Context: an optimization exercise on an open-source flow, tuned for small area and a short achievable clock period. The choices shown serve that exercise and are no tape-out recipe. Function was not checked in any run shown here: the RTL went through the layout flow alone. Power is estimated from default activity; no workload was simulated.

**config.mk**
```make
export PLATFORM = sky130hd
export DESIGN_NAME = alu
export DESIGN_NICKNAME = alu
export VERILOG_FILES = /design/flow/design.v
export SDC_FILE = /design/flow/constraint.sdc
export NUM_CORES = 4
export LEC_CHECK = 0
export ABC_AREA = 1
export CAP_MARGIN = 20
export CORE_MARGIN = 2
export CORE_UTILIZATION = 40
export SETUP_SLACK_MARGIN = 3.0
export SLEW_MARGIN = 20
```
**constraint.sdc**
```tcl
create_clock -name core_clock -period 5.5 [get_ports {FPUCLK}]
set_input_delay 1.1000 -clock core_clock [delete_from_list [all_inputs] [get_ports {FPUCLK}]]
set_output_delay 1.1000 -clock core_clock [all_outputs]
set_load 0.01 [all_outputs]
```
**design.v**
```verilog
module alu(
		input  FPUCLK,
		input  [31:0] A, B,
		input  [2:0]  CTRL,
		output reg [31:0] OUT
	);
	wire        v_in = (CTRL[2:1] == 2'b00);
	wire [8:0]  dab  = {1'b0, A[30:23]} - {1'b0, B[30:23]};
	wire [7:0]  dba  = B[30:23] - A[30:23];
	wire        ageb = ~dab[8];						 
	wire        mge  = (A[22:0] >= B[22:0]);
	wire        agb  = ageb & ((dab[7:0] != 8'b0) | mge);	 
	wire [7:0]  d    = ageb ? dab[7:0] : dba;
	wire [4:0]  d5   = (d[7:5] != 3'b000) ? 5'd31 : d[4:0];
	reg  [22:0] ma0, mb0;
	reg  [7:0]  e0;
	reg  [4:0]  d0;
	reg         sa0, sb0, agb0, nagb0, v0;
	always @(posedge FPUCLK) begin
		ma0  <= A[22:0];
		mb0  <= B[22:0];
		e0   <= ageb ? A[30:23] : B[30:23];
		d0   <= d5;
		sa0  <= A[31];
		sb0  <= B[31] ^ CTRL[0];		 
		agb0 <= agb;
		nagb0 <= ~agb;			 
		v0   <= v_in;
	end
	wire [22:0] x1  = agb0 ? ma0 : mb0;	 
	wire [22:0] y1  = nagb0 ? ma0 : mb0;	 
	wire        sub = sa0 ^ sb0;
	wire [23:0] ys1 = {1'b1, y1} >> d0;
	reg  [22:0] xm1;
	reg  [23:0] ym1;
	reg  [7:0]  e1;
	reg         s1, sub1, v1;
	always @(posedge FPUCLK) begin
		xm1  <= x1;
		ym1  <= ys1 ^ {24{sub}};
		e1   <= e0;
		s1   <= agb0 ? sa0 : sb0;
		sub1 <= sub;
		v1   <= v0;
	end
	wire [25:0] sum2 = {2'b01, xm1, 1'b1} + {1'b0, ym1, sub1};
	wire [24:0] r2   = {sum2[25] & ~sub1, sum2[24:1]};
	reg  [24:0] r2q;
	reg  [7:0]  e2;
	reg         s2, v2;
	always @(posedge FPUCLK) begin
		r2q <= r2;
		e2  <= e1 + 8'd1;
		s2  <= s1;
		v2  <= v1;
	end
	wire [31:0] lz_in = {r2q, 7'b0};
	wire [15:0] v_1;  wire [15:0] p_1;
	wire [7:0]  v_2;  wire [15:0] p_2;
	wire [3:0]  v_4;  wire [11:0] p_4;
	wire [1:0]  v_8;  wire [7:0]  p_8;
	wire [4:0]  n3;
	genvar gi;
	generate
		for (gi = 0; gi < 16; gi = gi + 1) begin : l1
			assign v_1[gi] = lz_in[2*gi+1] | lz_in[2*gi];
			assign p_1[gi] = ~lz_in[2*gi+1];
		end
		for (gi = 0; gi < 8; gi = gi + 1) begin : l2
			assign v_2[gi] = v_1[2*gi+1] | v_1[2*gi];
			assign p_2[2*gi+1:2*gi] = v_1[2*gi+1] ? {1'b0, p_1[2*gi+1]} : {1'b1, p_1[2*gi]};
		end
		for (gi = 0; gi < 4; gi = gi + 1) begin : l4
			assign v_4[gi] = v_2[2*gi+1] | v_2[2*gi];
			assign p_4[3*gi+2:3*gi] = v_2[2*gi+1] ? {1'b0, p_2[4*gi+3:4*gi+2]} : {1'b1, p_2[4*gi+1:4*gi]};
		end
		for (gi = 0; gi < 2; gi = gi + 1) begin : l8
			assign v_8[gi] = v_4[2*gi+1] | v_4[2*gi];
			assign p_8[4*gi+3:4*gi] = v_4[2*gi+1] ? {1'b0, p_4[6*gi+5:6*gi+3]} : {1'b1, p_4[6*gi+2:6*gi]};
		end
	endgenerate
	assign n3 = v_8[1] ? {1'b0, p_8[7:4]} : {1'b1, p_8[3:0]};
	wire [24:0] t16 = n3[4] ? {r2q[8:0], 16'b0} : r2q;
	wire [24:0] t8  = n3[3] ? {t16[16:0], 8'b0} : t16;
	wire [24:0] t4  = n3[2] ? {t8[20:0], 4'b0}  : t8;
	wire [24:0] t2  = n3[1] ? {t4[22:0], 2'b0}  : t4;
	wire [24:0] t1  = n3[0] ? {t2[23:0], 1'b0}  : t2;
	wire [7:0]  e3  = e2 - {3'b0, n3};
	wire        zero = ~(v_8[1] | v_8[0]);		 
	always @(posedge FPUCLK) begin
		if (v2)
			OUT <= {s2 & ~zero, e3 & {8{~zero}}, t1[23:1]};
	end
endmodule
```
**flow/run.sh**
```bash
#!/bin/bash
set -euo pipefail
bash standard.sh \
  "BUFFER_PORTS_ARGS=-buffer_cell sky130_fd_sc_hd__buf_2" \
  finish > make_finish.log 2>&1
```
**standard.sh**
```bash
#!/bin/bash
# synth_recipe.tcl (not shown) runs the flow's synth.tcl, then flattens the netlist and writes it again
# the make line also repeats each setting of config.mk as NAME=value (left out here)
make -C /OpenROAD-flow-scripts/flow DESIGN_CONFIG=/design/flow/config.mk WORK_HOME=/design/flow/orfs CLKGATE_MAP_FILE= SYNTH_SCRIPT=/design/flow/synth_recipe.tcl "${@:-finish}"
```
==> impl_metrics.py, run 1 <==
metrics = {
    "placement": {
        "gp_congestion": 0.916,
        "post-place-cells": 1794,
        "place_hpwl_mm": 20.9,
        "place_area_mm2": 0.0114,
        "port_buffers": 99,
    },
    "floorplan": {
        "coreArea_mm2": 0.0261,
        "rows": 59,
        "die_h_um": 167,
        "die-area_mm2": 0.0279,
        "start_util": 0.408,
        "ios": 100,
        "fp.dieW_um": 167,
    },
    "synth": {
        "syn_avg_cell_area_um2": 7.59,
        "ys_warn_count": 1,
        "synthCells": 1403,
        "syn_area_mm2": 0.0107,
        "ys_ff_latch": 189,
        "synth_nets": 1543,
        "ys_top_cells_by_area": "dfxtp_1, nand3_1, nand2_1",
        "yosys.area.top_type": "dfxtp_1",
        "synth_seq_area_share": 0.385,
        "yosys.area.top_type_share": 0.295,
        "ys_types": 48,
    },
    "clock_tree": {
        "h-tree-depth": 4,
        "cts_sinks": 189,
        "cts_tree": "built",
        "cts-buffers-inserted": 17,
        "clk_path_buf_depth": 2,
        "clk_pin_slew_ns": 0.07,
        "cts_root_buffer": "clkbuf_16",
        "clk-insertion-delay-late_ns": 0.44,
    },
    "routing": {
        "drt_wl_total_mm": 27.9,
        "vias": 9692,
        "post_drt_wl_per_cell_um": 14.8,
        "vias_per_cell": 5.13,
        "drt_pass1_iterations": 16,
        "drc_errors": 0,
        "drtAntennaViolNets": 0,
        "drtIter0Drc": 665,
    },
    "cells_and_area": {
        "n_antenna_cell": 0,
        "seqCellArea_mm2": 0.00415,
        "syn_to_final_growth_pct": 21.7,
        "nets": 1680,
        "drive_above_1_share": 0.216,
        "multi_input_area_mm2": 0.00632,
        "final_area_mm2": 0.0130,
        "fillers": 2659,
        "layout_common_cells": "nand2_1, nand3_1, dfxtp_1",
        "final_common_cell": "nand2_1",
        "final_cells": 1888,
    },
    "timing": {
        "worst_clock_skew_ns": 0.0159,
        "worst_slew_pin_slew_ns": 0.699,
        "finalHoldViolCount": 0,
        "post-route-period-util": 0.457,
        "setup_tns_ns": 0,
        "rsz0062_at_grt": "yes",
        "post-route-min-period_ns": 2.51,
        "fmax_mhz": 398,
        "setup_viol": 0,
        "drv_slew": 0,
        "relSlewSlack": 0.534,
    },
    "status": {
        "status": "timing/DRC/antenna clean",
    },
    "global_route": {
        "track_usage": 0.195,
        "grt_max_degree": 33,
        "grt_pass1_vias": 9092,
        "grt_pass1_wl_mm": 44.7,
        "antenna_found_initial": 0,
        "grt_overflow_total": 0,
    },
    "setup_path": {
        "worstPathRequired_ns": 5.70,
        "crit_fanout": 5,
        "path_class": "reg -> reg",
        "critical_path_arrival_ns": 2.71,
        "start_kind": "register",
        "endpoint_kind": "register",
    },
    "power": {
        "power_mw": 5.86,
        "p_leak_nw": 6.05,
        "p_per_area_mw_per_mm2": 452,
        "irDropWorstVdd_v": 0.000185,
    },
    "flow_run": {
        "max-cap-violations": 0,
    },
    "hold_path": {
        "hp-class": "reg -> reg",
    },
}
[sequential cells by signal (all words and copies together) (netlist names), 5 cells and up]
register  cells
OUT          32
r2q          25
ym1          24
d0            5
mb0          23
xm1          23
e1            8
e0            8
e2            8
ma0          23
[synth_stat cells, drive strengths merged]
library cell / count
dfxtp: 157
a21o: 3
a21boi: 2
buf: 31
and2: 1
o31ai: 1
xnor2: 12
inv: 118
clkbuf: 18
o22ai: 4
nor3b: 2
clkinv: 1
fa: 4
nor3: 12
ha: 68
o21a: 6
nor2: 93
nor4: 6
o21ai: 61
o211ai: 11
a31oi: 1
nand3b: 5
nand4: 14
o21bai: 4
nand2: 339
a211oi: 2
a21oi: 66
xor2: 42
or2: 1
mux2: 22
nand3: 264
edfxtp: 32
[area by class of cell]
cell class,count,area share
multi-input cells,1050,0.487
clock buffers,18,0.0339
inverters,119,0.0376
repair inverters,3,0.00145
flip-flops and latches,189,0.320
well taps,335,0.0323
clock inverters,14,0.0116
repair buffers,160,0.0758
[what timing repair did]
action,in CTS,in global routing
hold buffers,0,0
endpoints found under the setup margin,38,15
resized for setup,67,64
gates cloned,4,3
pin swaps,32,39
buffers inserted,29,26
[worst max-delay path, cell delays in order (launching register included)]
cell      delay (ns)
dfxtp_2         0.34
nor2_4          0.14
nand2_4         0.09
nor2_8          0.16
nand2_4         0.08
clkinv_4        0.08
nand2_2         0.08
nand3_4         0.12
inv_8           0.05
ha_4            0.15
fa_2            0.41
nor2_4          0.11
o21ai_2         0.07
a21oi_2         0.18
nor2_2          0.06
o21a_1          0.16
[report_power, final]
part | internal [mW] | switching, mW | total (mW)
Clock | 0.657 | 0.561 | 1.22
Sequential | 1.79 | 0.231 | 2.02
Combinational | 1.01 | 1.61 | 2.62
Total | 3.46 | 2.40 | 5.86
[routing by layer]
layer  share of wire  GRT usage
met1            0.44      0.243
met2            0.50      0.348
met3           0.036     0.0295
met4           0.023     0.0612
met5               0          0
[final timing paths]
check | start | endpoint | slack, ns | depth (start not counted)
setup / recovery | r2q[17] | OUT[29] | 2.99 | 15
hold / removal | e0[6] | e1[6] | 0.32 | 0
setup reg to reg | r2q[17] | OUT[29] | 2.99 | 15
hold reg to reg | e0[6] | e1[6] | 0.32 | 0
[logic make-up (layout without fill, tap and decap cells)]
family                   Yosys count  count (layout)  share of synthesized area
AND/OR/NAND/NOR                  737             741                      0.308
multiplexers                      22              22                     0.0233
flip-flops                       189             189                      0.385
AO/OA/AOI/OAI                    161             161                     0.0849
XOR/XNOR                          54              54                     0.0451
buffers and inverters            168             314                     0.0659
adder cells (fa/ha/maj)           72              72                     0.0874
[metrics by stage]
stage / util / setup WS (ns) / hold slack, ns
floorplan: - / 2.86 / 0.310
global placement: 0.437 / 2.14 / 0.311
detailed placement: 0.437 / 2.05 / 0.313
CTS: 0.479 / 2.96 / 0.318
global route: 0.496 / 2.88 / 0.327
finish: 0.496 / 2.99 / 0.316
==> run 2: changes to the inputs <==
--- a/config.mk
+++ b/config.mk
@@ -5,7 +5,7 @@
 export SDC_FILE = /design/flow/constraint.sdc
 export NUM_CORES = 4
 export LEC_CHECK = 0
-export ABC_AREA = 1
+export ABC_AREA = 0
 export CAP_MARGIN = 20
 export CORE_MARGIN = 2
 export CORE_UTILIZATION = 40
==> run 2 against run 1 <==
Effect of this change: first-iteration DRC count shrank 33%; power increased by 1.8%; register-to-register slack worse by 0.47 ns; final cell count decreased by 19%; still clean; clock-buffer cell count stayed put; non-clock buffer count grew 18; global-route usage down 1.1 points; area after synthesis is 2.7% lower; synthesized cell count is 26% lower; largest power group unchanged; combinational power rose by 2%; die area decreased by 2.6%; sequential cell count is the same; critical endpoint unchanged.
==> impl_metrics.py, run 2 <==
metrics = {
    "setup_path": {
        "path_class": "reg -> reg",
        "endpoint_kind": "register",
        "cp_cell_sequence": "or4_4 > nor2_8 > buf_12 > nor2_4 > a221oi_4 > o21a_4 > ha_4 > fa_2 > nor2b_2 > o21ai_1 > nand2b_1 > a211oi_2 > xnor2_1 > nor2_1",
        "critical_path_arrival_ns": 3.17,
        "crit_fanout": 4,
        "cp_slowest_cell": "or4_4",
        "slowest_delay_ns": 0.58,
        "start_kind": "register",
        "worstPathRequired_ns": 5.69,
    },
    "routing": {
        "vias": 7926,
        "vias_per_cell": 5.15,
        "drt_pass1_iterations": 5,
        "drtIter0Drc": 447,
        "drc_errors": 0,
        "drtAntennaViolNets": 0,
        "post_drt_wl_per_cell_um": 15.9,
        "drt_wl_total_mm": 24.5,
    },
    "global_route": {
        "grt_pass1_vias": 7870,
        "grt_max_degree": 33,
        "grt_pass1_wl_mm": 39.5,
        "antenna_found_initial": 0,
        "grt_overflow_total": 0,
        "track_usage": 0.184,
    },
    "synth": {
        "yosys.area.top_type": "dfxtp_1",
        "ys_warn_count": 1,
        "yosysMostFrequentCell": "dfxtp_1",
        "synth_nets": 1181,
        "yosys.area.top_type_share": 0.303,
        "ys_top_cells_by_area": "dfxtp_1, edfxtp_1, ha_1",
        "synth_edf_count": 32,
        "syn_avg_cell_area_um2": 9.96,
        "synth_seq_area_share": 0.396,
        "syn_area_mm2": 0.0104,
        "synthFlopType": "dfxtp_1",
        "ys_async_sr_fraction": 0,
        "ys_ff_latch": 189,
        "synthCells": 1041,
        "synth_common_cells": "dfxtp_1, nand2_1, a21oi_1",
        "ys_types": 76,
    },
    "cells_and_area": {
        "largestRegisters": "OUT x32, r2q x25, ym1 x24",
        "max_flop_register": "OUT",
        "layout_common_cells": "dfxtp_1, buf_2, nand2_1",
        "nets": 1335,
        "drive_above_1_share": 0.338,
        "syn_to_final_growth_pct": 26.5,
        "largest_reg_flops": 32,
        "final_common_cell": "dfxtp_1",
        "n_antenna_cell": 0,
    },
    "timing": {
        "drv_slew": 0,
        "fmax_mhz": 336,
        "post-route-period-util": 0.542,
        "worst_clock_skew_ns": 0.0148,
        "finalHoldViolCount": 0,
        "setup_tns_ns": 0,
        "rsz0062_at_grt": "yes",
        "post-route-min-period_ns": 2.98,
        "relSlewSlack": 0.391,
        "setup_viol": 0,
        "worst_slew_pin_slew_ns": 0.912,
    },
    "clock_tree": {
        "cts-buffers-inserted": 17,
        "h-tree-depth": 4,
        "cts_tree": "built",
        "clk_path_buf_depth": 2,
        "clk-insertion-delay-late_ns": 0.44,
        "cts_root_buffer": "clkbuf_16",
        "clk_pin_slew_ns": 0.07,
        "cts_sinks": 189,
    },
    "power": {
        "irDropWorstVdd_v": 0.000343,
        "p_per_area_mw_per_mm2": 455,
        "power_mw": 5.96,
        "p_leak_nw": 5.52,
    },
    "floorplan": {
        "die_h_um": 165,
        "start_util": 0.409,
        "fp.dieW_um": 165,
        "ios": 100,
        "die-area_mm2": 0.0272,
        "coreArea_mm2": 0.0253,
        "rows": 58,
    },
    "placement": {
        "port_buffers": 99,
        "place_hpwl_mm": 17.6,
        "gp_congestion": 0.895,
    },
    "flow_run": {
        "max-cap-violations": 0,
    },
    "hold_path": {
        "hp-class": "reg -> reg",
    },
    "status": {
        "status": "timing/DRC/antenna clean",
    },
}
run 2: repair_timing:
action / in CTS / in global routing
setup endpoints to repair: 70 / 56
endpoints found under the hold margin: 0 / 0
gates resized for setup: 75 / 84
cloned: 6 / 1
hold buffers: 0 / 0
buffers inserted: 32 / 37
pin swaps: 32 / 49
run 2: layout make-up:
cell class,instances,area (µm²)
timing repair buffer,178,1280
sequential,189,4140
inverter,71,292
tap,330,413
clock buffer,18,429
multi-input combinational,737,6420
fill,2301,12200
timing repair inverter,1,7.51
clock inverter,14,146
run 2: worst max-delay path, delay by kind of cell, from the launching register on:
family | cells | cell delay, ns
simple gates | 6 | 0.98
compound gates | 4 | 0.81
flops | 1 | 0.35
fa+ha+maj | 2 | 0.33
xor+xnor | 1 | 0.14
buf+inv | 1 | 0.12
run 2: path summary, 6_finish.rpt:
check | endpoint | depth (start not counted) | start | slack, ns
max | OUT[29] | 14 | r2q[12] | 2.52
min | s2 | 0 | s1 | 0.33
min reg2reg | s2 | 0 | s1 | 0.33
max reg2reg | OUT[29] | 14 | r2q[12] | 2.52
run 2: metrics by stage:
step                      hold WS [ns]  instance area [µm²]  setup slack [ns]  std cells   util
after CTS                        0.330                12500              2.51       1500  0.493
after floorplan                  0.310                10600              2.41       1041      -
final                            0.329                13100              2.52       1538  0.518
after global routing             0.333                13100              2.43       1538  0.518
after detailed placement         0.313                11300              1.77       1430  0.445
after global placement           0.312                11300              1.83       1430  0.445
run 2: layer usage:
metal  share of wire  vias to the layer above  track usage
met4           0.023                        0       0.0664
li1                -                     4048            -
met5               0                        -            0
met3           0.036                       45       0.0254
met2            0.48                      190        0.312
met1            0.46                     3643        0.239
run 2: cells by family after synthesis:
kind of cell | share of synthesized area
AOI/OAI and AO/OA | 0.154
xor gates and xnor gates | 0.0515
adders and majority gates | 0.0898
buffers and inverters | 0.0474
DFF | 0.396
muxes | 0.153
and+or+nand+nor | 0.109
run 2: power by group:
group          switching (mW)  internal, mW
clock network           0.581         0.607
registers               0.322          1.79
logic                    1.28          1.39
==> run 3: changes to the inputs <==
--- a/config.mk
+++ b/config.mk
@@ -9,5 +9,5 @@
 export CAP_MARGIN = 20
 export CORE_MARGIN = 2
 export CORE_UTILIZATION = 40
-export SETUP_SLACK_MARGIN = 3.0
+export SETUP_SLACK_MARGIN = 3.3
 export SLEW_MARGIN = 20
==> run 3 against run 2 <==
Effect of this change: combinational power up 11%; die area unchanged; setup slack worse by 0.072 ns; synthesized cell count unchanged; maximum frequency down 2.4%; area after synthesis unchanged; clock-buffer cell count up 1; clock power about the same; first-iteration DRC count up 20%; power up 4.8%; clock skew up 0.0046 ns; non-clock buffer count up 20; critical path type unchanged; critical endpoint is now OUT[30].
==> impl_metrics.py, run 3 <==
metrics = {
    "routing": {
        "vias": 8186,
        "vias_per_cell": 5.25,
        "drc_errors": 0,
        "drtAntennaViolNets": 0,
        "drtIter0Drc": 535,
        "post_drt_wl_per_cell_um": 16.5,
        "drt_wl_total_mm": 25.6,
        "drt_pass1_iterations": 4,
    },
    "global_route": {
        "track_usage": 0.184,
        "grt_overflow_total": 0,
        "antenna_found_initial": 0,
        "grt_max_degree": 33,
        "grt_pass1_wl_mm": 39.5,
        "grt_pass1_vias": 7884,
    },
    "cells_and_area": {
        "largestRegisters": "OUT x32, r2q x25, ym1 x24",
        "final_cells": 1558,
        "layout_common_cells": "dfxtp_1, buf_2, nand2_1",
        "final_common_cell": "dfxtp_1",
        "syn_to_final_growth_pct": 31.2,
        "n_antenna_cell": 0,
        "drive_above_1_share": 0.380,
        "largest_reg_flops": 32,
        "fin_util": 0.537,
        "fillers": 2294,
        "nets": 1355,
        "max_flop_register": "OUT",
    },
    "power": {
        "irDropWorstVdd_v": 0.000367,
        "p_leak_nw": 5.66,
        "p_per_area_mw_per_mm2": 459,
    },
    "floorplan": {
        "ios": 100,
        "die_h_um": 165,
        "coreArea_mm2": 0.0253,
        "start_util": 0.409,
        "rows": 58,
        "die-area_mm2": 0.0272,
        "fp.dieW_um": 165,
    },
    "timing": {
        "finalHoldViolCount": 0,
        "post-route-min-period_ns": 3.05,
        "relSlewSlack": 0.293,
        "post-route-period-util": 0.555,
        "worst_clock_skew_ns": 0.0194,
        "worst_slew_pin_slew_ns": 1.06,
        "setup_slack_ns": 2.45,
        "fmax_mhz": 328,
        "setup_tns_ns": 0,
        "drv_slew": 0,
        "rsz0062_at_grt": "yes",
        "setup_viol": 0,
    },
    "setup_path": {
        "critical_path_arrival_ns": 3.21,
        "path_class": "reg -> reg",
        "start_kind": "register",
        "worstPathRequired_ns": 5.66,
        "crit_fanout": 7,
        "endpoint_kind": "register",
    },
    "synth": {
        "yosysMostFrequentCell": "dfxtp_1",
        "synth-xor-area-share": 0.0515,
        "synth_top_family_by_area": "compound AO/OA/AOI/OAI gates",
        "syn_area_mm2": 0.0104,
        "yosys.area.top_type": "dfxtp_1",
        "synthMuxAreaShare": 0.153,
        "ys_warn_count": 1,
        "synth_fa_ha_area_frac": 0.0898,
        "synth_edf_count": 32,
        "synth_nets": 1181,
        "synth_seq_area_share": 0.396,
        "syn_avg_cell_area_um2": 9.96,
        "synthCells": 1041,
        "ys_ff_latch": 189,
        "synthFlopType": "dfxtp_1",
        "synth_compound_area_frac": 0.154,
        "ys_top_cells_by_area": "dfxtp_1, edfxtp_1, ha_1",
        "yosys.area_share.simple": 0.109,
        "synth_common_cells": "dfxtp_1, nand2_1, a21oi_1",
        "ys_async_sr_fraction": 0,
        "ys_types": 76,
        "yosys.area.top_type_share": 0.303,
    },
    "clock_tree": {
        "cts_sinks": 189,
        "clk_path_buf_depth": 2,
        "clk-insertion-delay-late_ns": 0.44,
        "cts_tree": "built",
        "clk_pin_slew_ns": 0.07,
        "holdBufCountCts": 0,
        "cts_root_buffer": "clkbuf_16",
        "h-tree-depth": 4,
        "cts-buffers-inserted": 17,
    },
    "status": {
        "status": "timing/DRC/antenna clean",
    },
    "flow_run": {
        "max-cap-violations": 0,
    },
    "placement": {
        "preCtsSetupSlack_ns": 1.72,
        "gp_congestion": 0.874,
        "post-place-cells": 1429,
        "place_hpwl_mm": 17.6,
        "port_buffers": 99,
    },
    "hold_path": {
        "hp-class": "reg -> reg",
    },
}
## run 3: cell types whose count changed in the layout (fill, tap and decap cells not counted), moves of 5 or more
cell and delta:
o21ai_2 +6, buf_4 +15, mux2i_1 -9, o21ai_0 -12, dfxtp_2 +6, dfxtp_1 -8
nor2_1 -5, nor2_2 +5, o21ai_1 +5, mux2i_4 +7
## run 3: path summary, 6_finish.rpt
kind,from,to,slack (ns),cells past startpoint
hold / removal,e0[1],e1[1],0.33,0
setup / recovery,r2q[11],OUT[30],2.45,15
hold reg to reg,e0[1],e1[1],0.33,0
setup reg to reg,r2q[11],OUT[30],2.45,15
## run 3: critical path: stages (launching register included)
cell	delay [ns]
dfxtp_2	0.37
or4_4	0.54
nor2_8	0.16
buf_6	0.12
nor2_4	0.04
a221oi_4	0.24
o21a_4	0.22
buf_4	0.13
ha_4	0.12
nor2b_2	0.04
o21ai_2	0.15
a21oi_2	0.09
o21ai_2	0.14
nor4b_4	0.22
xnor2_1	0.14
nor2_1	0.05
## run 3: cell type report
class / instances / area, µm² / share of cell area
clock inverters: 13 / 133 / 0.00975
clock buffers: 19 / 433 / 0.0318
well taps: 330 / 413 / 0.0304
multi-input cells: 737 / 6660 / 0.490
flip-flops and latches: 189 / 4150 / 0.305
repair buffers: 198 / 1510 / 0.111
repair inverters: 1 / 7.51 / 0.000552
inverters: 71 / 295 / 0.0217
## run 3: what timing repair did
item | CTS | global route
setup buffers | 48 | 39
setup endpoints to repair | 78 | 67
gates cloned | 8 | 2
resized for setup | 129 | 107
pin swaps | 39 | 59
## run 3: per-stage QoR
| step | hold slack (ns) | total power, mW | instance area, µm² |
|---|---|---|---|
| floorplan | 0.310 | 3.66 | 10600 |
| global placement | 0.312 | 4.13 | 11300 |
| detailed placement | 0.312 | 4.12 | 11300 |
| CTS | 0.328 | 5.83 | 12900 |
| global route | 0.332 | 6.60 | 13600 |
| finish | 0.327 | 6.25 | 13600 |
## run 3: kinds of logic after synthesis
family | after synthesis
flip-flops | 189
AO/OA/AOI/OAI | 245
adder cells (fa/ha/maj) | 72
AND/OR/NAND/NOR | 232
multiplexers | 123
XOR/XNOR | 61
buffers and inverters | 119
## run 3: power breakdown
group / switching [mW] / total (mW) / internal [mW]
clock: 0.539 / 1.18 / 0.636
combinational: 1.40 / 2.96 / 1.56
sequential: 0.323 / 2.12 / 1.80
## run 3: metal layers
metal	GRT usage	share of wire	routed length, µm	up-vias
met3	0.0304	0.042	1080	53
met4	0.0711	0.028	705	0
met2	0.319	0.49	12600	230
met1	0.230	0.44	11200	3812
li1	-	-	-	4091
met5	0	0	0	-
==> run 4: changes to the inputs <==
==> config.mk (replaced) <==
export PLATFORM = sky130hd
export DESIGN_NAME = alu
export DESIGN_NICKNAME = alu
export VERILOG_FILES = /design/flow/design.v
export SDC_FILE = /design/flow/constraint.sdc
export NUM_CORES = 4
export LEC_CHECK = 0
export ABC_AREA = 1
export CAP_MARGIN = 0
export CORE_MARGIN = 2
export CORE_UTILIZATION = 40
export SETUP_SLACK_MARGIN = 3.0
export SLEW_MARGIN = 0
==> run 4 against run 3 <==
Effect of this change: still clean on timing, DRC and antenna; critical path depth stayed put; clock power is 3% higher; global-route usage is 1.1 points higher; synthesized cell count is 35% higher; routed wire length is 8.8% higher; maximum frequency is 21% higher; clock-buffer cell count is 1 lower; critical path type unchanged.
==> impl_metrics.py, run 4 <==
metrics = {
    "status": {
        "status": "timing/DRC/antenna clean",
    },
    "timing": {
        "rsz0062_at_grt": "yes",
        "fmax_mhz": 398,
        "setup_viol": 0,
        "drv_slew": 0,
        "finalHoldViolCount": 0,
        "whs_ns": 0.316,
        "worst_clock_skew_ns": 0.0159,
        "post-route-period-util": 0.457,
        "relSlewSlack": 0.230,
        "post-route-min-period_ns": 2.51,
        "setup_tns_ns": 0,
        "worst_slew_pin_slew_ns": 1.15,
    },
    "cells_and_area": {
        "syn_to_final_growth_pct": 21.7,
        "n_antenna_cell": 0,
        "drive_above_1_share": 0.216,
        "max_flop_register": "OUT",
        "layout_common_cells": "nand2_1, nand3_1, dfxtp_1",
        "nets": 1680,
        "seqCellArea_mm2": 0.00415,
        "largestRegisters": "OUT x32, r2q x25, ym1 x24",
        "largest_reg_flops": 32,
        "multi_input_area_mm2": 0.00632,
        "fillers": 2660,
        "final_common_cell": "nand2_1",
    },
    "global_route": {
        "grt_max_degree": 33,
        "track_usage": 0.195,
        "grt_pass1_vias": 9092,
        "antenna_found_initial": 0,
        "grt_pass1_wl_mm": 44.7,
        "grt_overflow_total": 0,
    },
    "power": {
        "p_switching_mw": 2.40,
        "irDropWorstVdd_v": 0.000185,
        "power.share.switching": 0.410,
        "p_per_area_mw_per_mm2": 452,
        "p_leak_nw": 6.05,
        "pwr-share-comb": 0.447,
        "p_clk_frac": 0.208,
        "power_mw": 5.86,
        "p_int_mw": 3.46,
        "power.share.sequential": 0.345,
    },
    "floorplan": {
        "fp.dieW_um": 167,
        "die_h_um": 167,
        "die-area_mm2": 0.0279,
        "coreArea_mm2": 0.0261,
        "rows": 59,
        "start_util": 0.408,
        "ios": 100,
    },
    "setup_path": {
        "r2r_end": "OUT[29]",
        "r2r_start": "r2q[17]",
        "worst-path-stages": 15,
        "path_class": "reg -> reg",
        "cpLargestDelayFamily": "simple AND/OR/NAND/NOR gates",
        "cp_num_buf_inv": 2,
        "ff2ff_path_depth": 15,
        "slowest_delay_ns": 0.41,
        "r2r_slack_ns": 2.99,
        "cp_cell_sequence": "nor2_4 > nand2_4 > nor2_8 > nand2_4 > clkinv_4 > nand2_2 > nand3_4 > inv_8 > ha_4 > fa_2 > nor2_4 > o21ai_2 > a21oi_2 > nor2_2 > o21a_1",
        "critical_path_arrival_ns": 2.71,
        "worstPathRequired_ns": 5.70,
        "cp_slowest_cell": "fa_2",
        "crit_fanout": 5,
        "start_kind": "register",
        "endpoint_kind": "register",
    },
    "routing": {
        "post_drt_wl_per_cell_um": 14.8,
        "vias": 9692,
        "met1Wirelength_mm": 12.3,
        "wl_met3_mm": 1.00,
        "drtAntennaViolNets": 0,
        "drt_wl_total_mm": 27.9,
        "drc_errors": 0,
        "wl_met2_mm": 14.0,
        "vias_per_cell": 5.13,
        "drtIter0Drc": 665,
        "highest_layer": "met4",
        "drt_pass1_iterations": 17,
    },
    "clock_tree": {
        "cts_tree": "built",
        "cts_sinks": 189,
        "clk-insertion-delay-late_ns": 0.44,
        "clk_path_buf_depth": 2,
        "holdBufCountCts": 0,
        "clk_pin_slew_ns": 0.07,
        "cts-buffers-inserted": 17,
        "cts_root_buffer": "clkbuf_16",
        "h-tree-depth": 4,
    },
    "placement": {
        "gp_congestion": 0.916,
        "port_buffers": 99,
        "place_hpwl_mm": 20.9,
    },
    "synth": {
        "ys_ff_latch": 189,
        "synthCells": 1403,
        "synth_common_cells": "nand2_1, nand3_1, dfxtp_1",
        "syn_avg_cell_area_um2": 7.59,
        "synth_edf_count": 32,
        "synth_nets": 1543,
        "syn_area_mm2": 0.0107,
        "ys_async_sr_fraction": 0,
        "ys_types": 48,
        "yosys.area.top_type_share": 0.295,
        "yosys.area.top_type": "dfxtp_1",
        "ys_warn_count": 1,
        "yosysMostFrequentCell": "nand2_1",
        "synth_seq_area_share": 0.385,
        "synthFlopType": "dfxtp_1",
        "ys_top_cells_by_area": "dfxtp_1, nand3_1, nand2_1",
    },
    "hold_path": {
        "min_to": "e1[6]",
        "min_path_cells": 0,
        "hp-start": "e0[6]",
        "hp-class": "reg -> reg",
    },
    "flow_run": {
        "max-cap-violations": 0,
    },
}
## run 4: cell types whose count changed after synthesis, moves of 11 or more
cell | before | now
nand2_1 | 80 | 330
nand3_1 | 14 | 263
mux2i_1 | 48 | 0
inv_1 | 69 | 115
xnor2_1 | 52 | 12
xor2_1 | 9 | 41
nor2_1 | 59 | 90
mux2_2 | 52 | 22
mux4_2 | 23 | 0
clkbuf_1 | 31 | 18
nor2b_1 | 13 | 0
a21o_1 | 14 | 3
## run 4: what timing repair did
action                                  4_1_cts  5_1_grt
cloned                                        4        3
endpoints found under the setup margin       38       15
pin swaps                                    32       39
resized for setup                            67       64
hold endpoints to repair                      0        0
buffers inserted                             29       26
## run 4: cells by family (layout without fill, tap and decap cells)
| group | Yosys count | count (layout) | synth area share |
|---|---|---|---|
| compound gates | 161 | 161 | 0.0849 |
| simple gates | 737 | 741 | 0.308 |
| xor+xnor | 54 | 54 | 0.0451 |
| mux | 22 | 22 | 0.0233 |
| fa+ha+maj | 72 | 72 | 0.0874 |
| buf+inv | 168 | 314 | 0.0659 |
| flops | 189 | 189 | 0.385 |
## run 4: per-layer routing
metal	global-route usage	vias up
met5	0	-
met4	0.0612	0
met3	0.0295	41
met2	0.348	241
met1	0.243	4419
li1	-	4991
## run 4: area by class of cell
cell class / count / share of cell area
clock buffer: 18 / 0.0339
clock inverter: 14 / 0.0116
inverter: 119 / 0.0377
multi-input combinational: 1050 / 0.487
sequential: 189 / 0.320
tap: 335 / 0.0323
timing repair buffer: 160 / 0.0758
timing repair inverter: 3 / 0.00145
## run 4: worst max path at each step
| stage | start | slack (ns) | to |
|---|---|---|---|
| 3_3_place_gp | A[25] | 2.14 | d0[0] |
| 3_5_place_dp | A[25] | 2.05 | d0[0] |
| 2_1_floorplan | A[23] | 2.86 | d0[0] |
| 6_report | r2q[17] | 2.99 | OUT[29] |
| 4_1_cts | A[23] | 2.96 | agb0 |
| 5_1_grt | r2q[23] | 2.88 | OUT[29] |
## run 4: through the flow
step                utilization  cells  cell area, µm²  setup slack (ns)
floorplan                     -   1403           10700              2.86
global placement          0.437   1794           11400              2.14
detailed placement        0.437   1794           11400              2.05
CTS                       0.479   1859           12500              2.96
global route              0.496   1888           13000              2.88
finish                    0.496   1888           13000              2.99
## run 4: worst register-to-register path, stage by stage, from the launching register on
cell      delay (ns)
dfxtp_2         0.34
nor2_4          0.14
nand2_4         0.09
nor2_8          0.17
nand2_4         0.08
clkinv_4        0.08
nand2_2         0.08
nand3_4         0.12
inv_8           0.05
ha_4            0.15
fa_2            0.41
nor2_4          0.11
o21ai_2         0.07
a21oi_2         0.18
nor2_2          0.06
o21a_1          0.16
## run 4: power groups by stage
stage | sequential, mW | combinational, mW | clock [mW]
floorplan | 1.95 | 1.70 | 0
global placement | 1.99 | 2.21 | 0
detailed placement | 2.00 | 2.22 | 0
CTS | 1.99 | 2.46 | 1.25
global route | 2.05 | 2.92 | 1.31
finish | 2.02 | 2.62 | 1.22
==> run 5: changes to the inputs <==
--- a/config.mk
+++ b/config.mk
@@ -6,8 +6,10 @@
 export NUM_CORES = 4
 export LEC_CHECK = 0
 export ABC_AREA = 1
-export CAP_MARGIN = 0
+export CAP_MARGIN = 20
 export CORE_MARGIN = 2
 export CORE_UTILIZATION = 40
+export CTS_CLUSTER_DIAMETER = 100
+export CTS_CLUSTER_SIZE = 30
 export SETUP_SLACK_MARGIN = 3.0
-export SLEW_MARGIN = 0
+export SLEW_MARGIN = 20
==> run 5 against run 4 <==
Effect of this change: still clean; setup slack is essentially flat; non-clock buffer count is the same; clock power hardly changed; sequential power about the same; die area is the same; worst hold slack hardly changed; final cell count unchanged; routed wire length about the same.
==> impl_metrics.py, run 5 <==
metrics = {
    "routing": {
        "vias_per_cell": 5.13,
        "drtIter0Drc": 665,
        "drt_wl_total_mm": 27.9,
        "post_drt_wl_per_cell_um": 14.8,
        "drtAntennaViolNets": 0,
        "drt_pass1_iterations": 16,
        "drc_errors": 0,
        "vias": 9692,
    },
    "global_route": {
        "grt_pass1_vias": 9092,
        "grt_max_degree": 33,
        "grt_pass1_wl_mm": 44.7,
        "track_usage": 0.195,
        "antenna_found_initial": 0,
        "grt_overflow_total": 0,
    },
    "synth": {
        "yosysMostFrequentCell": "nand2_1",
        "synth_top_family_by_area": "simple AND/OR/NAND/NOR gates",
        "synth_compound_area_frac": 0.0849,
        "synth-xor-area-share": 0.0451,
        "ys_warn_count": 1,
        "synth_nets": 1543,
        "ys_top_cells_by_area": "dfxtp_1, nand3_1, nand2_1",
        "synthFlopType": "dfxtp_1",
        "ys_ff_latch": 189,
        "ys_types": 48,
        "synthCells": 1403,
        "yosys.area.top_type": "dfxtp_1",
        "synth_common_cells": "nand2_1, nand3_1, dfxtp_1",
        "ys_async_sr_fraction": 0,
        "synthMuxAreaShare": 0.0233,
        "yosys.area.top_type_share": 0.295,
        "synth_edf_count": 32,
        "syn_area_mm2": 0.0107,
        "yosys.area_share.simple": 0.308,
        "synth_fa_ha_area_frac": 0.0874,
        "syn_avg_cell_area_um2": 7.59,
        "synth_seq_area_share": 0.385,
    },
    "placement": {
        "place_hpwl_mm": 20.9,
        "gp_congestion": 0.916,
        "port_buffers": 99,
        "post-place-cells": 1794,
    },
    "setup_path": {
        "endpoint_kind": "register",
        "worstPathRequired_ns": 5.70,
        "r2r_slack_ns": 2.99,
        "crit_fanout": 5,
        "ff2ff_path_depth": 15,
        "path_class": "reg -> reg",
        "critical_path_arrival_ns": 2.71,
        "start_kind": "register",
    },
    "clock_tree": {
        "cts_tree": "built",
        "cts_sinks": 189,
        "cts_root_buffer": "clkbuf_16",
        "clk-insertion-delay-late_ns": 0.44,
        "clk_pin_slew_ns": 0.07,
        "cts-buffers-inserted": 17,
        "clk_path_buf_depth": 2,
        "h-tree-depth": 4,
    },
    "cells_and_area": {
        "n_antenna_cell": 0,
        "drive_above_1_share": 0.216,
        "largestRegisters": "OUT x32, r2q x25, ym1 x24",
        "syn_to_final_growth_pct": 21.7,
        "nets": 1680,
        "layout_common_cells": "nand2_1, nand3_1, dfxtp_1",
        "final_cells": 1888,
        "final_common_cell": "nand2_1",
        "max_flop_register": "OUT",
        "largest_reg_flops": 32,
        "fillers": 2659,
    },
    "flow_run": {
        "max-cap-violations": 0,
    },
    "timing": {
        "relSlewSlack": 0.534,
        "setup_tns_ns": 0,
        "post-route-period-util": 0.457,
        "worst_slew_pin_slew_ns": 0.699,
        "rsz0062_at_grt": "yes",
        "whs_ns": 0.316,
        "worst_clock_skew_ns": 0.0159,
        "drv_slew": 0,
        "setup_viol": 0,
        "post-route-min-period_ns": 2.51,
        "fmax_mhz": 398,
        "finalHoldViolCount": 0,
    },
    "floorplan": {
        "rows": 59,
        "die_h_um": 167,
        "coreArea_mm2": 0.0261,
        "die-area_mm2": 0.0279,
        "start_util": 0.408,
        "fp.dieW_um": 167,
        "ios": 100,
    },
    "hold_path": {
        "hp-class": "reg -> reg",
        "min_path_cells": 0,
    },
    "power": {
        "p_per_area_mw_per_mm2": 452,
        "p_leak_nw": 6.05,
        "power_mw": 5.86,
        "irDropWorstVdd_v": 0.000185,
    },
    "status": {
        "status": "timing/DRC/antenna clean",
    },
}
run 5: cell types whose count changed in the layout (fill, tap and decap cells not counted):
cell     previous run  this run
dfxtp_1           136       135
dfxtp_2            15        16
run 5: stage by stage:
stage / util / setup WS [ns] / area (µm²)
after floorplan: - / 2.86 / 10700
after global routing: 0.496 / 2.88 / 13000
after detailed placement: 0.437 / 2.05 / 11400
after global placement: 0.437 / 2.14 / 11400
final: 0.496 / 2.99 / 13000
after CTS: 0.479 / 2.96 / 12500
run 5: cells by family (layout without fill, tap and decap cells):
group / Yosys count / in the layout
buffers and inverters: 168 / 314
xor gates and xnor gates: 54 / 54
adders and majority gates: 72 / 72
muxes: 22 / 22
DFF: 189 / 189
and+or+nand+nor: 737 / 741
AOI/OAI and AO/OA: 161 / 161
run 5: final timing paths:
kind            from      end
min            e0[6]    e1[6]
min reg2reg    e0[6]    e1[6]
max          r2q[17]  OUT[29]
max reg2reg  r2q[17]  OUT[29]
run 5: layout make-up:
| type | count | area, µm² | share of cell area |
|---|---|---|---|
| Clock buffer | 18 | 439 | 0.0339 |
| Tap cell | 335 | 419 | 0.0323 |
| Sequential cell | 189 | 4150 | 0.320 |
| Timing Repair inverter | 3 | 18.8 | 0.00145 |
| Timing Repair Buffer | 160 | 982 | 0.0758 |
| Multi-Input combinational cell | 1050 | 6320 | 0.487 |
| Clock inverter | 14 | 150 | 0.0116 |
| Inverter | 119 | 488 | 0.0376 |
run 5: power breakdown:
| part | switching [mW] | internal (mW) |
|---|---|---|
| sequential | 0.231 | 1.79 |
| clock | 0.561 | 0.657 |
| combinational | 1.61 | 1.01 |
| total | 2.40 | 3.46 |
run 5: routing by layer:
metal | wire length, µm | up-vias | share of wire | track usage
met5 | 0 | - | 0 | 0
met4 | 641 | 0 | 0.023 | 0.0612
met3 | 1010 | 40 | 0.036 | 0.0295
met2 | 14000 | 244 | 0.50 | 0.348
met1 | 12300 | 4418 | 0.44 | 0.243
li1 | - | 4990 | - | -
run 5: critical path, cell delays in order, from the launching register on:
cell      delay (ns)
dfxtp_2         0.34
nor2_4          0.14
nand2_4         0.09
nor2_8          0.16
nand2_4         0.08
clkinv_4        0.08
nand2_2         0.08
nand3_4         0.12
inv_8           0.05
ha_4            0.15
fa_2            0.41
nor2_4          0.11
o21ai_2         0.07
a21oi_2         0.18
nor2_2          0.06
o21a_1          0.16
run 5: timing repair:
action | 4_1_cts | 5_1_grt
setup endpoints to repair | 38 | 15
buffers inserted | 29 | 26
endpoints found under the hold margin | 0 | 0
hold buffers | 0 | 0
resized for setup | 67 | 64
pin swaps | 32 | 39
cloned | 4 | 3
==> run 6: changes to the inputs <==
--- a/design.v
+++ b/design.v
@@ -7,30 +7,34 @@
 	wire        v_in = (CTRL[2:1] == 2'b00);
 	wire [8:0]  dab  = {1'b0, A[30:23]} - {1'b0, B[30:23]};
 	wire [7:0]  dba  = B[30:23] - A[30:23];
-	wire        ageb = ~dab[8];						 
-	wire        mge  = (A[22:0] >= B[22:0]);
-	wire        agb  = ageb & ((dab[7:0] != 8'b0) | mge);	 
-	wire [7:0]  d    = ageb ? dab[7:0] : dba;
-	wire [4:0]  d5   = (d[7:5] != 3'b000) ? 5'd31 : d[4:0];
+	wire        agb  = (A[30:0] >= B[30:0]);		 
 	reg  [22:0] ma0, mb0;
-	reg  [7:0]  e0;
-	reg  [4:0]  d0;
+	reg  [7:0]  ea0, eb0;
+	reg  [4:0]  dab0, dba0;		 
+	reg         hab0, hba0;		 
+	reg         ageb0;			 
 	reg         sa0, sb0, agb0, nagb0, v0;
 	always @(posedge FPUCLK) begin
-		ma0  <= A[22:0];
-		mb0  <= B[22:0];
-		e0   <= ageb ? A[30:23] : B[30:23];
-		d0   <= d5;
-		sa0  <= A[31];
-		sb0  <= B[31] ^ CTRL[0];		 
-		agb0 <= agb;
-		nagb0 <= ~agb;			 
-		v0   <= v_in;
+		ma0   <= A[22:0];
+		mb0   <= B[22:0];
+		ea0   <= A[30:23];
+		eb0   <= B[30:23];
+		dab0  <= dab[4:0];
+		dba0  <= dba[4:0];
+		hab0  <= (dab[7:5] != 3'b000);
+		hba0  <= (dba[7:5] != 3'b000);
+		ageb0 <= ~dab[8];
+		sa0   <= A[31];
+		sb0   <= B[31] ^ CTRL[0];		 
+		agb0  <= agb;
+		nagb0 <= ~agb;				 
+		v0    <= v_in;
 	end
 	wire [22:0] x1  = agb0 ? ma0 : mb0;	 
 	wire [22:0] y1  = nagb0 ? ma0 : mb0;	 
 	wire        sub = sa0 ^ sb0;
-	wire [23:0] ys1 = {1'b1, y1} >> d0;
+	wire [4:0]  d1  = (ageb0 ? dab0 : dba0) | {5{ageb0 ? hab0 : hba0}};	 
+	wire [23:0] ys1 = {1'b1, y1} >> d1;
 	reg  [22:0] xm1;
 	reg  [23:0] ym1;
 	reg  [7:0]  e1;
@@ -38,7 +42,7 @@
 	always @(posedge FPUCLK) begin
 		xm1  <= x1;
 		ym1  <= ys1 ^ {24{sub}};
-		e1   <= e0;
+		e1   <= ageb0 ? ea0 : eb0;
 		s1   <= agb0 ? sa0 : sb0;
 		sub1 <= sub;
 		v1   <= v0;
--- a/config.mk
+++ b/config.mk
@@ -9,7 +9,5 @@
 export CAP_MARGIN = 20
 export CORE_MARGIN = 2
 export CORE_UTILIZATION = 40
-export CTS_CLUSTER_DIAMETER = 100
-export CTS_CLUSTER_SIZE = 30
-export SETUP_SLACK_MARGIN = 3.0
+export SETUP_SLACK_MARGIN = 3.2
 export SLEW_MARGIN = 20
==> run 6 against run 5 <==
Effect of this change: area after synthesis grew 7.1%; non-clock buffer count up 2; sequential cell count rose by 15; design area is 7.6% higher; critical endpoint unchanged; clock-buffer cell count up 11; maximum frequency fell by 0.65%; still clean on timing, DRC and antenna.
==> impl_metrics.py, run 6 <==
metrics = {
    "status": {
        "status": "timing/DRC/antenna clean",
    },
    "power": {
        "p_per_area_mw_per_mm2": 471,
        "irDropWorstVdd_v": 0.000180,
        "power.share.sequential": 0.320,
        "pwr-share-comb": 0.451,
        "p_clk_frac": 0.229,
        "p_int_mw": 3.94,
        "p_switching_mw": 2.64,
        "power.share.switching": 0.401,
        "p_leak_nw": 6.51,
    },
    "floorplan": {
        "die_h_um": 173,
        "ios": 100,
        "start_util": 0.408,
        "coreArea_mm2": 0.0279,
        "rows": 61,
        "die-area_mm2": 0.0299,
        "fp.dieW_um": 173,
    },
    "routing": {
        "drt_wl_total_mm": 31.5,
        "vias_per_cell": 5.12,
        "drtAntennaViolNets": 0,
        "drc_errors": 0,
        "drtIter0Drc": 774,
        "vias": 10500,
        "drt_pass1_iterations": 5,
        "post_drt_wl_per_cell_um": 15.3,
    },
    "cells_and_area": {
        "nets": 1808,
        "syn_to_final_growth_pct": 22.3,
        "drive_above_1_share": 0.213,
        "max_flop_register": "OUT",
        "final_cells": 2058,
        "largestRegisters": "OUT x32, r2q x25, ym1 x24",
        "largest_reg_flops": 32,
        "layout_common_cells": "nand2_1, nand3_1, dfxtp_1",
        "n_antenna_cell": 0,
        "final_common_cell": "nand2_1",
        "fillers": 2782,
    },
    "setup_path": {
        "cpLargestDelayFamily": "simple AND/OR/NAND/NOR gates",
        "start_kind": "register",
        "cp_slowest_cell": "fa_2",
        "endpoint_kind": "register",
        "crit_fanout": 4,
        "path_class": "reg -> reg",
        "slowest_delay_ns": 0.40,
        "critical_path_arrival_ns": 2.77,
        "cp_cell_sequence": "nor2_4 > nand2_4 > nor2_4 > nand2_2 > o211ai_1 > nand2_2 > nand3_4 > inv_8 > ha_4 > fa_2 > nor2_2 > o21ai_1 > nand2_1 > nand2_2 > a21oi_2 > nor3_2",
        "worstPathRequired_ns": 5.74,
        "cp_num_buf_inv": 1,
        "cp_common_cell": "nand2_2",
    },
    "synth": {
        "yosysMostFrequentCell": "nand2_1",
        "synthFlopType": "dfxtp_1",
        "synthCells": 1525,
        "ys_top_cells_by_area": "dfxtp_1, nand2_1, nand3_1",
        "synth_edf_count": 32,
        "ys_async_sr_fraction": 0,
        "syn_avg_cell_area_um2": 7.48,
        "yosys.area.top_type": "dfxtp_1",
        "synth_common_cells": "nand2_1, nand3_1, dfxtp_1",
        "ys_warn_count": 1,
        "synth_nets": 1666,
        "yosys.area.top_type_share": 0.302,
        "ys_types": 46,
        "synth_seq_area_share": 0.386,
        "syn_area_mm2": 0.0114,
        "ys_ff_latch": 204,
    },
    "clock_tree": {
        "cts-buffers-inserted": 22,
        "holdBufCountCts": 0,
        "clk-insertion-delay-late_ns": 0.52,
        "h-tree-depth": 1,
        "cts_tree": "built",
        "cts_root_buffer": "clkbuf_16",
        "clk_pin_slew_ns": 0.06,
        "cts_sinks": 204,
        "clk_path_buf_depth": 3,
    },
    "timing": {
        "setup_viol": 0,
        "worst_slew_pin_slew_ns": 0.903,
        "setup_slack_ns": 2.97,
        "whs_ns": 0.326,
        "rsz0062_at_grt": "yes",
        "post-route-min-period_ns": 2.53,
        "post-route-period-util": 0.460,
        "worst_clock_skew_ns": 0.0204,
        "setup_tns_ns": 0,
        "drv_slew": 0,
        "finalHoldViolCount": 0,
        "relSlewSlack": 0.393,
        "fmax_mhz": 395,
    },
    "global_route": {
        "antenna_found_initial": 1,
        "grt_pass1_vias": 10100,
        "grt_overflow_total": 0,
        "grt_max_degree": 34,
        "track_usage": 0.206,
        "grt_pass1_wl_mm": 51.0,
    },
    "placement": {
        "gp_congestion": 0.903,
        "port_buffers": 99,
        "post-place-cells": 1955,
        "preCtsSetupSlack_ns": 1.97,
        "place_hpwl_mm": 23.2,
    },
    "hold_path": {
        "hp-class": "reg -> reg",
    },
    "flow_run": {
        "max-cap-violations": 0,
    },
}
[run 6: kinds of logic after synthesis]
logic type	Yosys count	share of synthesized area
multiplexers	17	0.0168
buffers and inverters	192	0.0737
AND/OR/NAND/NOR	827	0.323
adder cells (fa/ha/maj)	73	0.0827
flip-flops	204	0.386
XOR/XNOR	51	0.0392
AO/OA/AOI/OAI	161	0.0787
[run 6: power by group through the flow]
stage               sequential [mW]  clock [mW]  combinational (mW)
CTS                            2.08        1.54                2.79
detailed placement             2.09           0                2.51
global route                   2.14        1.60                3.30
global placement               2.08           0                2.51
finish                         2.10        1.51                2.96
floorplan                      2.09           0                1.89
[run 6: layer usage]
layer / track usage / part of all wire / up-vias
li1: - / - / 5358
met1: 0.277 / 0.45 / 4788
met2: 0.347 / 0.47 / 322
met3: 0.0233 / 0.049 / 71
met4: 0.0632 / 0.031 / 0
met5: 0 / 0 / -
[run 6: timing repair]
action / CTS / global route
gates resized for setup: 73 / 61
endpoints found under the setup margin: 66 / 57
pin swaps: 34 / 29
endpoints found under the hold margin: 0 / 0
gates cloned: 8 / 1
setup buffers: 39 / 18
[run 6: per-stage QoR]
stage | util | power (mW) | instance area, µm²
finish | 0.499 | 6.58 | 14000
global route | 0.499 | 7.05 | 14000
CTS | 0.487 | 6.41 | 13600
detailed placement | 0.440 | 4.60 | 12300
global placement | 0.440 | 4.59 | 12300
floorplan | - | 3.97 | 11600
[run 6: final timing paths]
kind | startpoint | endpoint | slack, ns | cells past startpoint
min reg2reg | v1 | v2 | 0.33 | 0
max | r2q[7] | OUT[29] | 2.97 | 16
min | v1 | v2 | 0.33 | 0
max reg2reg | r2q[7] | OUT[29] | 2.97 | 16
[run 6: layout make-up]
class	instances	area (µm²)	share of cell area
Timing Repair Buffer	162	1000	0.0718
Tap cell	378	473	0.0339
Inverter	139	581	0.0416
Timing Repair inverter	3	18.8	0.00135
Multi-Input combinational cell	1135	6700	0.480
Sequential cell	204	4440	0.318
Clock buffer	29	609	0.0437
Clock inverter	8	133	0.00951
==> run 7: changes to the inputs <==
--- a/config.mk
+++ b/config.mk
@@ -9,5 +9,5 @@
 export CAP_MARGIN = 20
 export CORE_MARGIN = 2
 export CORE_UTILIZATION = 40
-export SETUP_SLACK_MARGIN = 3.2
+export SETUP_SLACK_MARGIN = 3.0
 export SLEW_MARGIN = 20
==> run 7 against run 6 <==
Effect of this change: largest cell class unchanged; sequential power barely moved; non-clock buffer count fell by 26; die area did not move; sequential cell count did not move; power fell by 4.0%; clock skew rose by 0.0081 ns; first-iteration DRC count fell by 0.78%; clock-buffer cell count rose by 4; critical endpoint unchanged; clock power barely moved.
==> impl_metrics.py, run 7 <==
metrics = {
    "status": {
        "status": "timing/DRC/antenna clean",
    },
    "timing": {
        "rsz0062_at_grt": "yes",
        "worst_slew_pin_slew_ns": 0.945,
        "drv_slew": 0,
        "setup_viol": 0,
        "post-route-min-period_ns": 2.55,
        "finalHoldViolCount": 0,
        "post-route-period-util": 0.464,
        "worst_clock_skew_ns": 0.0284,
        "fmax_mhz": 392,
        "setup_tns_ns": 0,
        "relSlewSlack": 0.365,
    },
    "setup_path": {
        "start_kind": "register",
        "crit_fanout": 5,
        "endpoint_kind": "register",
        "r2r_slack_ns": 2.95,
        "critical_path_arrival_ns": 2.80,
        "worstPathRequired_ns": 5.75,
        "path_class": "reg -> reg",
    },
    "cells_and_area": {
        "multi_input_area_mm2": 0.00644,
        "largest_reg_flops": 32,
        "seqCellArea_mm2": 0.00442,
        "n_antenna_cell": 0,
        "syn_to_final_growth_pct": 17.8,
        "largestRegisters": "OUT x32, r2q x25, ym1 x24",
        "max_flop_register": "OUT",
        "layout_common_cells": "nand2_1, nand3_1, dfxtp_1",
        "fillers": 2857,
        "fin_util": 0.481,
        "final_common_cell": "nand2_1",
        "drive_above_1_share": 0.171,
        "nets": 1782,
    },
    "clock_tree": {
        "clk-insertion-delay-late_ns": 0.53,
        "cts_sinks": 204,
        "holdBufCountCts": 0,
        "clk_path_buf_depth": 3,
        "cts_root_buffer": "clkbuf_16",
        "h-tree-depth": 1,
        "cts-buffers-inserted": 23,
        "cts_tree": "built",
        "clk_pin_slew_ns": 0.06,
    },
    "synth": {
        "synthFlopType": "dfxtp_1",
        "ys_types": 46,
        "ys_top_cells_by_area": "dfxtp_1, nand2_1, nand3_1",
        "synth_common_cells": "nand2_1, nand3_1, dfxtp_1",
        "yosysMostFrequentCell": "nand2_1",
        "synth_seq_area_share": 0.386,
        "ys_ff_latch": 204,
        "ys_async_sr_fraction": 0,
        "yosys.area.top_type_share": 0.302,
        "syn_area_mm2": 0.0114,
        "yosys.area.top_type": "dfxtp_1",
        "ys_warn_count": 1,
        "synth_nets": 1666,
        "synthCells": 1525,
        "syn_avg_cell_area_um2": 7.48,
        "synth_edf_count": 32,
    },
    "power": {
        "irDropWorstVdd_v": 0.000243,
        "p_per_area_mw_per_mm2": 470,
        "p_leak_nw": 6.35,
    },
    "global_route": {
        "antenna_found_initial": 3,
        "grt_pass1_wl_mm": 49.1,
        "grt_pass1_vias": 9682,
        "grt_max_degree": 33,
        "track_usage": 0.199,
        "grt_overflow_total": 0,
    },
    "routing": {
        "drt_pass1_iterations": 5,
        "drt_wl_total_mm": 30.8,
        "vias": 10400,
        "post_drt_wl_per_cell_um": 15.1,
        "drtAntennaViolNets": 0,
        "drtIter0Drc": 768,
        "vias_per_cell": 5.10,
        "drc_errors": 0,
    },
    "placement": {
        "place_hpwl_mm": 23.1,
        "gp_congestion": 0.902,
        "port_buffers": 99,
    },
    "floorplan": {
        "ios": 100,
        "fp.dieW_um": 173,
        "die-area_mm2": 0.0299,
        "die_h_um": 173,
        "coreArea_mm2": 0.0279,
        "start_util": 0.408,
        "rows": 61,
    },
    "flow_run": {
        "max-cap-violations": 0,
    },
    "hold_path": {
        "hp-class": "reg -> reg",
    },
}
run 7: cell types whose count changed in the layout (fill, tap and decap cells not counted), sizes merged:
cell	change
clkinvlp	-1
inv	+1
buf	-26
clkbuf	+4
clkinv	+1
bufinv	-2
nor2	-1
run 7: routing by layer:
layer / vias to the layer above / track usage / part of all wire
met5: - / 0 / 0.00039
met4: 2 / 0.0646 / 0.030
met3: 63 / 0.0284 / 0.058
met2: 341 / 0.328 / 0.46
met1: 4678 / 0.268 / 0.45
li1: 5299 / - / -
run 7: metrics by stage:
step / worst slack [ns] / cell area (µm²) / std cells / total power [mW] / hold WS [ns]
4_1_cts: 2.93 / 13200 / 2021 / 6.24 / 0.328
5_1_grt: 2.80 / 13400 / 2034 / 6.76 / 0.343
3_5_place_dp: 1.90 / 12100 / 1956 / 4.57 / 0.314
6_report: 2.95 / 13400 / 2034 / 6.31 / 0.326
2_1_floorplan: 2.98 / 11400 / 1525 / 3.95 / 0.310
3_3_place_gp: 2.03 / 12100 / 1956 / 4.55 / 0.311
run 7: path summary, 6_finish.rpt:
| check | cells past startpoint | end | start |
|---|---|---|---|
| worst max-delay path | 16 | OUT[29] | r2q[8] |
| worst min-delay path | 0 | v1 | v0 |
| worst max register to register | 16 | OUT[29] | r2q[8] |
| worst min register to register | 0 | v1 | v0 |
run 7: cell families (layout without fill, tap and decap cells):
family                     Yosys count  after routing  share of synthesized area
adders and majority gates           73             73                     0.0827
muxes                               17             17                     0.0168
AOI/OAI and AO/OA                  161            161                     0.0787
DFF                                204            204                      0.386
xor gates and xnor gates            51             51                     0.0392
and+or+nand+nor                    827            832                      0.323
buffers and inverters              192            318                     0.0737
run 7: report_power, final:
group	total [mW]	switching [mW]	internal [mW]
combinational	2.73	1.77	0.964
clock	1.50	0.600	0.898
sequential	2.08	0.174	1.91
total	6.31	2.54	3.77
run 7: area by class of cell:
type | instances | share of cell area
flip-flops and latches | 204 | 0.329
inverters | 139 | 0.0405
repair inverters | 3 | 0.00140
clock buffers | 33 | 0.0501
well taps | 378 | 0.0352
multi-input cells | 1134 | 0.479
repair buffers | 136 | 0.0585
clock inverters | 7 | 0.00578
run 7: what timing repair did:
item,CTS,global route
pin swaps,14,23
resized for setup,34,40
setup buffers,19,11
gates cloned,6,2
endpoints found under the setup margin,58,20
run 7: worst max-delay path, cell delays in order, from the launching register on:
cell and delay, ns:
dfxtp_4 0.36, nor2_4 0.14, nand2_4 0.08, nor2_4 0.11, nand2_1 0.07, o211ai_1 0.17, nand2_4 0.09, nand3_4 0.11
inv_8 0.06, ha_4 0.15, fa_2 0.39, nor2_2 0.13, o21ai_1 0.06, nand2_1 0.09, nand2_2 0.06, a21oi_2 0.14
nor3_2 0.06

[separate check: timing with driven ports]
Ports are ideal in the flow. The routed layouts listed here were re-timed in OpenROAD. Step 1 sets driving cells, clkbuf_16 on the clock port and buf_2 on the other inputs (assumed; they add their load-dependent delay and slew). Step 2, shift: input delay + t, output delay - t, t = (earliest + latest rising clock arrival at the registers) / 2. This alone moves slack from input paths to output paths. Three values: ideal ports, drivers, drivers and shift; two values: the first two.
run | shift t [ns] | setup WS [ns] | worst setup path after step 2 | latest minus earliest clock arrival (ns)
run 1 | 0.477 | 2.987 / 2.984 / 2.507 | input to register | 0.017 / 0.018
run 2 | 0.478 | 2.521 / 2.521 / 2.230 | input to register | 0.015 / 0.015
run 3 | 0.478 | 2.449 / 2.449 / 2.279 | input to register | 0.023 / 0.022
run 4 | 0.478 | 2.987 / 2.983 / 2.505 | input to register | 0.018 / 0.018
run 5 | 0.477 | 2.987 / 2.984 / 2.507 | input to register | 0.017 / 0.018
run 6 | 0.555 | 2.971 / 2.971 / 2.779 | input to register | 0.020 / 0.021
run 7 | 0.560 | 2.950 / 2.950 / 2.627 | input to register | 0.029 / 0.028
After both steps every run listed still meets setup and hold. For run 4, which loses most, drivers alone change the setup slack by -0.004 ns; drivers and shift together by -0.482 ns.
